What follows belongs to an exercise in optimizing a design on an open flow for small area; a production flow would make more cautious choices. Function was checked by simulation only, so behaviour that the tests miss may differ from the original. No activity file was given, so power comes from the tool's default toggle rates.

==> module mtm_Alu, before the edit <==
module mtm_Alu (
    input  wire clk,    
    input  wire rst_n,  
    input  wire sin,    
    output wire sout    
);
reg  [3:0]  bc;
reg  [3:0]  pc;
reg  [1:0]  cd;       
reg  [3:0]  lf;       
reg  [3:0]  M;
reg  [31:0] X;
reg  [31:0] H;        
wire busy  = pc[3] & pc[2];
wire pc8   = pc[3] & !pc[2];
wire bc10  = (bc == 4'd10);
wire ferr  = !busy && ((bc == 4'd1 && (pc8 ? !sin : sin)) || (bc10 && !sin));
wire pay   = !busy && bc >= 4'd2 && bc <= 4'd9;
reg         c8;
wire        arith = M[2];
wire        sub   = M[0];
wire [1:0]  ck    = {bc[3], bc[0]};                  
wire        ldc   = pay && pc8 && bc >= 4'd6;
reg  [7:0]  xa;
always @* begin
    case (ck)
        2'd0: xa = X[7:0];
        2'd1: xa = X[15:8];
        2'd2: xa = X[23:16];
        default: xa = X[31:24];
    endcase
end
wire [7:0]  ha    = H[7:0];
wire [7:0]  yb    = ha ^ {8{sub}};
wire [8:0]  cc;
wire [7:0]  sum;
assign cc[0] = (ck == 2'd0) ? sub : c8;
genvar gi;
generate for (gi = 0; gi < 8; gi = gi + 1) begin : rca
    assign sum[gi]  = xa[gi] ^ yb[gi] ^ cc[gi];
    assign cc[gi+1] = (xa[gi] & yb[gi]) | (xa[gi] & cc[gi]) | (yb[gi] & cc[gi]);
end endgenerate
wire [7:0]  R     = arith ? sum : (sub ? (xa | ha) : (xa & ha));
reg  [2:0] spc;
reg  [3:0] sbc;
reg  [2:0] oc;        
reg        z;        
wire spc4  = spc[2];
wire sidle = spc4 && bc10s;
wire bc10s = (sbc == 4'd10);
wire spay  = sbc >= 4'd2 && sbc <= 4'd9;
wire sdata = !spc4 && spay;
wire go    = sidle && (cd[1] || (cd[0] && (!M[3] || M == 4'b1010 || M == 4'b1100)));
wire cy    = c8 ^ sub;
reg  obit;
always @* begin
    if (sbc == 4'd0) obit = 1'b0;
    else if (sbc == 4'd1) obit = spc4;
    else if (!spay) obit = 1'b1;
    else if (!spc4) obit = H[31];
    else if (sbc <= 4'd6) obit = M[3];
    else obit = oc[2];
end
assign sout = obit;
always @(posedge clk) begin
    if (!rst_n) begin
        bc <= 4'd0; pc <= 4'd0; cd <= 2'd0;
        spc <= 3'd4; sbc <= 4'd10;
    end else begin
        cd <= busy ? pc[1:0] : 2'd0;
        if (bc != 4'd0 || !sin) begin
            if (ferr) begin
                bc <= 4'd1; pc <= 4'd14;
            end else if (bc10) begin
                bc <= 4'd0;
                if (busy) pc <= 4'd0;
                else if (!pc8) pc <= pc + 4'd1;
                else if (lf == {{3{!M[3]}}, 1'b0}) begin pc <= 4'd13; bc <= 4'd9; end
                else begin pc <= 4'd15; bc <= 4'd1; end
            end else bc <= bc + 4'd1;
        end
        if (go) begin
            sbc <= 4'd15;
            spc <= (cd[1] || M[3] || M[1]) ? 3'd4 : 3'd0;
        end else if (!sidle) begin
            if (bc10s) begin
                sbc <= 4'd0;
                spc <= spc + 3'd1;
            end else sbc <= sbc + 4'd1;
        end
    end
end
wire        hsh = !ldc && ((pay && pc[3:2] == 2'b01) || sdata);
wire        hkp = !ldc && !hsh;
wire [31:0] Hn  = ({32{ldc}} & {R, H[31:8]}) | ({32{hsh}} & {H[30:0], sin}) | ({32{hkp}} & H);
reg  [3:0] Mg;        
reg        zg;
reg  [2:0] ocg;
always @* begin
    if (cd[1]) begin                                       
        Mg = cd[0] ? 4'b1010 : 4'b1100;
        zg = !cd[0];
        ocg = cd[0] ? 3'b111 : 3'b101;
    end else if (M[3]) begin                               
        Mg = M;
        zg = M[2];
        ocg = M[2] ? 3'b101 : 3'b111;
    end else if (M[1]) begin                               
        Mg = 4'b1001;
        zg = 1'b0;
        ocg = 3'b110;
    end else begin                                         
        Mg = {1'b0, arith && cy, arith && !cy && H[31], arith};
        zg = arith && (sub ? cy : H[31]);
        ocg = {H[31], 2'b00};
    end
end
wire       mrx  = !go && pay && pc8;
wire       mef  = mrx && !(!bc[3] && !(bc[2] && bc[1])) && M[3] &&
                  (sin != (bc == 4'd6 ? M[2] : bc == 4'd7 ? M[1] : bc == 4'd9));
wire       msh  = !go && ((mrx && bc <= 4'd5) || (!(pay && pc8) && spc4 && spay));
wire       mza  = !go && !(pay && pc8) && !(spc4 && spay) && sdata;
wire       mkp  = !go && !msh && !mef && !mza;
wire [3:0] Mn   = ({4{go}} & Mg) | ({4{msh}} & {M[2:0], mrx ? sin : z}) | {mef, 3'b000} |
                  ({4{mza}} & {M[3:1], M[0] && !H[31]}) | ({4{mkp}} & M);
wire       zn   = go ? zg : z;
wire       ocs  = !go && spay;
wire [2:0] ocn  = ({3{go}} & ocg) | ({3{ocs}} & ({oc[1:0], 1'b0} ^ ((oc[2] ^ obit) ? 3'b011 : 3'b000))) |
                  ({3{!go && !ocs}} & oc);
always @(posedge clk) begin
    if (pc == 4'd0 && bc < 4'd9)
        lf <= 4'd0;
    else if (pay) begin
        lf <= {lf[2:0], 1'b0} ^ (lf[3] ? 4'b0011 : 4'b0000) ^
              (sin ? ((pc == 4'd4 && bc <= 4'd8) ? 4'b1111 : 4'b0011) : 4'b0000);
    end
    M <= Mn;
    z <= zn;
    oc <= ocn;
    if (pay && pc[3:2] == 2'b00) X <= {X[30:0], sin};
    if (ldc) c8 <= cc[8];
    H <= Hn;
end
endmodule
Settings: LEC_CHECK=0, ABC_AREA=1, CAP_MARGIN=20, CORE_MARGIN=2, CORE_UTILIZATION=40, CTS_BUF_LIST=sky130_fd_sc_hd__clkbuf_8, SLEW_MARGIN=20; clock period 8.0 ns.
standard.sh (not shown) runs the stock make flow with config.mk's settings and CLKGATE_MAP_FILE= SYNTH_SCRIPT=/design/flow/synth_recipe.tcl, a recipe that flattens the netlist after the stock synthesis.
==> flow/flow/run.sh <==
#!/bin/bash
# The standard layout (standard.sh), with these changes:
#  - clock tree synthesis adds no dummy loads;
#  - the ports are buffered with buf_1.
set -euo pipefail
cd "$(dirname "$0")/.."
rm -rf scripts_area
cp -r "$FLOW_HOME/scripts" scripts_area
cp flow/abc_area.script scripts_area/abc_area.script
export SCRIPTS_DIR="$PWD/scripts_area"
export CTS_ARGS="-sink_clustering_enable -repair_clock_nets -buf_list sky130_fd_sc_hd__clkbuf_8 -dont_use_dummy_load"
export BUFFER_PORTS_ARGS="-buffer_cell sky130_fd_sc_hd__buf_1"
bash standard.sh > standard_flow.log 2>&1
==> flow/flow/abc_area.script <==
strash
&get -n
&deepsyn -T 30
&put
dch -f
amap
Then changed:
--- a/flow/design.v
+++ b/flow/design.v
@@ -4,11 +4,10 @@
     input  wire sin,    
     output wire sout    
 );
 reg  [3:0]  bc;
 reg  [3:0]  pc;
-reg  [1:0]  cd;       
 reg  [3:0]  lf;       
 reg  [3:0]  M;
 reg  [31:0] X;
 reg  [31:0] H;        
 wire busy  = pc[3] & pc[2];
@@ -48,11 +47,13 @@
 wire spc4  = spc[2];
 wire sidle = spc4 && bc10s;
 wire bc10s = (sbc == 4'd10);
 wire spay  = sbc >= 4'd2 && sbc <= 4'd9;
 wire sdata = !spc4 && spay;
-wire go    = sidle && (cd[1] || (cd[0] && (!M[3] || M == 4'b1010 || M == 4'b1100)));
+wire [1:0] cd = busy ? pc[1:0] : 2'd0;                
+wire go    = spc4 && (bc10s || sbc == 4'd9) &&
+             (cd[1] || (cd[0] && (!M[3] || M == 4'b1010 || M == 4'b1100)));
 wire cy    = c8 ^ sub;
 reg  obit;
 always @* begin
     if (sbc == 4'd0) obit = 1'b0;
     else if (sbc == 4'd1) obit = spc4;
@@ -62,14 +63,13 @@
     else obit = oc[2];
 end
 assign sout = obit;
 always @(posedge clk) begin
     if (!rst_n) begin
-        bc <= 4'd0; pc <= 4'd0; cd <= 2'd0;
+        bc <= 4'd0; pc <= 4'd0;
         spc <= 3'd4; sbc <= 4'd10;
     end else begin
-        cd <= busy ? pc[1:0] : 2'd0;
         if (bc != 4'd0 || !sin) begin
             if (ferr) begin
                 bc <= 4'd1; pc <= 4'd14;
             end else if (bc10) begin
                 bc <= 4'd0;
@@ -78,11 +78,11 @@
                 else if (lf == {{3{!M[3]}}, 1'b0}) begin pc <= 4'd13; bc <= 4'd9; end
                 else begin pc <= 4'd15; bc <= 4'd1; end
             end else bc <= bc + 4'd1;
         end
         if (go) begin
-            sbc <= 4'd15;
+            sbc <= 4'd14;
             spc <= (cd[1] || M[3] || M[1]) ? 3'd4 : 3'd0;
         end else if (!sidle) begin
             if (bc10s) begin
                 sbc <= 4'd0;
                 spc <= spc + 3'd1;
Outcome: Power went down by 3.1%; routed wire length went down by 0.84%; clock-buffer cell count stays the same; clock power went down by about 3%; design area went down by 0.53%; worst setup slack degrades by 0.022 ns; sequential power went down by about 0.7%.

========
The RTL this note starts from:
==> flow/design.v <==
module mtm_Alu (
    input  wire clk,    
    input  wire rst_n,  
    input  wire sin,    
    output reg  sout    
);
reg  [3:0]  bc;
reg  [3:0]  pc;
reg  [1:0]  cd;       
reg  [3:0]  lf;       
reg  [3:0]  M;        
reg         e;        
reg  [31:0] X;
reg  [31:0] H;        
wire busy  = pc[3] & pc[2];
wire pc8   = pc[3] & !pc[2];
wire bc10  = (bc == 4'd10);
wire ferr  = !busy && ((bc == 4'd1 && (pc8 ? !sin : sin)) || (bc10 && !sin));
wire pay   = !busy && bc >= 4'd2 && bc <= 4'd9;
wire ldr   = !busy && pc8 && bc10;               
wire        arith = M[2];
wire        sub   = M[0];
wire [31:0] yb    = H ^ {32{sub}};
wire [32:0] cc;
wire [31:0] sum;
assign cc[0] = sub;
genvar gi;
generate for (gi = 0; gi < 32; gi = gi + 1) begin : rca
    assign sum[gi]  = X[gi] ^ yb[gi] ^ cc[gi];
    assign cc[gi+1] = (X[gi] & yb[gi]) | (X[gi] & cc[gi]) | (yb[gi] & cc[gi]);
end endgenerate
wire [31:0] R     = arith ? sum : (sub ? (X | H) : (X & H));
wire        cyr   = cc[32] ^ sub;
reg  [2:0] spc;
reg  [3:0] sbc;
reg  [2:0] oc;        
reg        z;
reg        fC, fR;
wire sidle = spc[2] & (spc[1] | spc[0]);
wire spc4  = spc[2] & !spc[1] & !spc[0];
wire sdata = !sidle && !spc4 && sbc >= 4'd2 && sbc <= 4'd9;
wire go    = sidle && (cd[1] || (cd[0] && (!M[3] || e)));
reg cbit;
always @* begin
    if (!M[3]) begin
        case (sbc)
            4'd2: cbit = 1'b0;
            4'd3: cbit = fC;
            4'd4: cbit = !fC && fR;
            4'd5: cbit = z;
            4'd6: cbit = sub ? fC : fR;
            default: cbit = oc[2];
        endcase
    end else begin
        case (sbc)
            4'd2: cbit = M[3];
            4'd3: cbit = M[2];
            4'd4: cbit = M[1];
            4'd5: cbit = M[0];
            4'd6: cbit = M[2];
            4'd7: cbit = M[1];
            4'd8: cbit = M[0];
            default: cbit = 1'b1;
        endcase
    end
end
reg  obit;
always @* begin
    if (sbc == 4'd0) obit = 1'b0;
    else if (sbc == 4'd1) obit = spc4;
    else if (sbc == 4'd10) obit = 1'b1;
    else if (!spc4) obit = H[31];
    else obit = cbit;
end
always @(posedge clk) begin
    if (!rst_n) begin
        bc <= 4'd0; pc <= 4'd0; cd <= 2'd0;
        spc <= 3'd7; sout <= 1'b1;
    end else begin
        cd <= busy ? pc[1:0] : 2'd0;
        if (bc != 4'd0 || !sin) begin
            if (ferr) begin
                bc <= 4'd1; pc <= 4'd14;
            end else if (bc10) begin
                bc <= 4'd0;
                if (busy) pc <= 4'd0;
                else if (!pc8) pc <= pc + 4'd1;
                else if (lf == 4'd0) begin pc <= 4'd13; bc <= 4'd9; end
                else begin pc <= 4'd15; bc <= 4'd1; end
            end else bc <= bc + 4'd1;
        end
        if (sidle) begin
            sout <= 1'b1;
            if (go) begin
                sbc <= 4'd0;
                spc <= (cd[1] || M[3] || M[1]) ? 3'd4 : 3'd0;
            end
        end else begin
            sout <= obit;
            if (sbc == 4'd10) begin
                sbc <= 4'd0;
                spc <= spc + 3'd1;
            end else sbc <= sbc + 4'd1;
        end
    end
end
always @(posedge clk) begin
    if (pc == 4'd0 && bc < 4'd9)
        lf <= 4'd0;
    else if (pay) begin
        lf <= {lf[2:0], 1'b0} ^ (lf[3] ? 4'b0011 : 4'b0000) ^
              (((pc8 && bc == 4'd2) || sin) ? ((pc == 4'd4 && bc <= 4'd8) ? 4'b1111 : 4'b0011) : 4'b0000);
    end
    if (go && cd[1]) M <= {1'b1, !cd[0], cd[0], 1'b0};
    else if (go && !M[3] && M[1]) M <= 4'b1001;
    else if (pay && pc8 && bc <= 4'd5) M <= {M[2:0], sin};
    if (pay && pc8) begin
        if (bc == 4'd6) e <= M[3] && (M[2:0] == 3'b010 || M[2:0] == 3'b100) && (sin == M[2]);
        else if (bc == 4'd7) e <= e && (sin == M[1]);
        else if (bc == 4'd8) e <= e && !sin;
        else if (bc == 4'd9) e <= e && sin;
    end
    if (pay && pc[3:2] == 2'b00) X <= {X[30:0], sin};
    if (ldr) H <= R;
    else if ((pay && pc[3:2] == 2'b01) || sdata) H <= {H[30:0], sin};
    if (ldr) begin
        fC <= arith && cyr;
        fR <= arith && R[31];
    end
    if (spc == 3'd0 && sbc == 4'd2) begin
        oc <= 3'd0;
        z <= arith && !H[31];
    end else begin
        if (sdata || (spc4 && sbc >= 4'd2 && sbc <= 4'd6))
            oc <= {oc[1:0], 1'b0} ^ ((oc[2] ^ obit) ? 3'b011 : 3'b000);
        else if (spc4 && sbc >= 4'd7 && sbc <= 4'd9)
            oc <= {oc[1:0], 1'b0};
        if (sdata) z <= z && !H[31];
    end
end
endmodule
export LEC_CHECK = 0
export CAP_MARGIN = 20
export CORE_MARGIN = 2
export CORE_UTILIZATION = 40
export SLEW_MARGIN = 20
create_clock -name core_clock -period 8.0 [get_ports {clk}]
run.sh (not shown) runs the stock make flow with config.mk's settings and CLKGATE_MAP_FILE= SYNTH_SCRIPT=/design/flow/synth_recipe.tcl, a recipe that flattens the netlist after the stock synthesis.
Stock flow here: none of the scripts above is used.
The first run finished but failed the layout checks on setup timing.
Change:
--- a/flow/design.v
+++ b/flow/design.v
@@ -19,19 +19,22 @@
 wire pay   = !busy && bc >= 4'd2 && bc <= 4'd9;
 wire ldr   = !busy && pc8 && bc10;               
 wire        arith = M[2];
 wire        sub   = M[0];
+reg         c16;
 wire [31:0] yb    = H ^ {32{sub}};
 wire [32:0] cc;
 wire [31:0] sum;
-assign cc[0] = sub;
+assign cc[0]  = sub;
 genvar gi;
 generate for (gi = 0; gi < 32; gi = gi + 1) begin : rca
-    assign sum[gi]  = X[gi] ^ yb[gi] ^ cc[gi];
-    assign cc[gi+1] = (X[gi] & yb[gi]) | (X[gi] & cc[gi]) | (yb[gi] & cc[gi]);
+    wire ci = (gi == 16) ? c16 : cc[gi];
+    assign sum[gi]  = X[gi] ^ yb[gi] ^ ci;
+    assign cc[gi+1] = (X[gi] & yb[gi]) | (X[gi] & ci) | (yb[gi] & ci);
 end endgenerate
 wire [31:0] R     = arith ? sum : (sub ? (X | H) : (X & H));
 wire        cyr   = cc[32] ^ sub;
+wire        ldh   = (pc == 4'd13) && bc[0];      
 reg  [2:0] spc;
 reg  [3:0] sbc;
 reg  [2:0] oc;        
 reg        z;
@@ -120,11 +123,14 @@
         else if (bc == 4'd8) e <= e && !sin;
         else if (bc == 4'd9) e <= e && sin;
     end
     if (pay && pc[3:2] == 2'b00) X <= {X[30:0], sin};
-    if (ldr) H <= R;
+    if (ldr) begin
+        H[15:0] <= R[15:0];
+        c16 <= cc[16];
+    end else if (ldh) H[31:16] <= R[31:16];
     else if ((pay && pc[3:2] == 2'b01) || sdata) H <= {H[30:0], sin};
-    if (ldr) begin
+    if (ldh) begin
         fC <= arith && cyr;
         fR <= arith && R[31];
     end
     if (spc == 3'd0 && sbc == 4'd2) begin
Effect:
- The changed run passed the timing, design-rule and antenna checks
- flip-flop and latch count goes up by 1
- routed wire length shrinks by about 5.4%
- sequential share of layout area is higher by 2.3 points
- maximum frequency is higher by 60%
- via count drops by 7.6%
- power fell by about 5%
- die area goes down by 0.61%
- cell area shrinks by 4.4%
- worst setup slack improved by 4500 ps
- core utilization decreases by 1.9 points

separate check: timing with driven ports:
The results above use ideal ports. As a check the final layouts listed here were re-extracted and re-timed, cells and wires unchanged.
Step 1: set_driving_cell puts a clkbuf_16 on clk and a buf_2 on each other input, an assumption about the parent block.
Step 2 times the ports against the registers' clock, not the clock port: input delays grow and output delays shrink by t, the midpoint of the rising clock arrivals with the driver on.
Slacks: no drivers / after step 1 / after step 2; pairs: no drivers / after step 1.
| run | t, ns | setup WS [ns] | hold WS [ns] | worst setup path after step 2 |
|---|---|---|---|---|
| the first run of note 1 | 0.397 | 2.861 / 2.861 / 2.861 | 0.435 / 0.435 / 0.435 | register to register |
| the second run of note 1 | 0.374 | 2.839 / 2.839 / 2.839 | 0.457 / 0.457 / 0.457 | register to register |
| the first run of note 2 | 0.385 | -3.898 / -3.898 / -3.898 | 0.470 / 0.470 / 0.470 | register to register |
| the second run of note 2 | 0.387 | 0.568 / 0.568 / 0.568 | 0.483 / 0.483 / 0.483 | register to register |
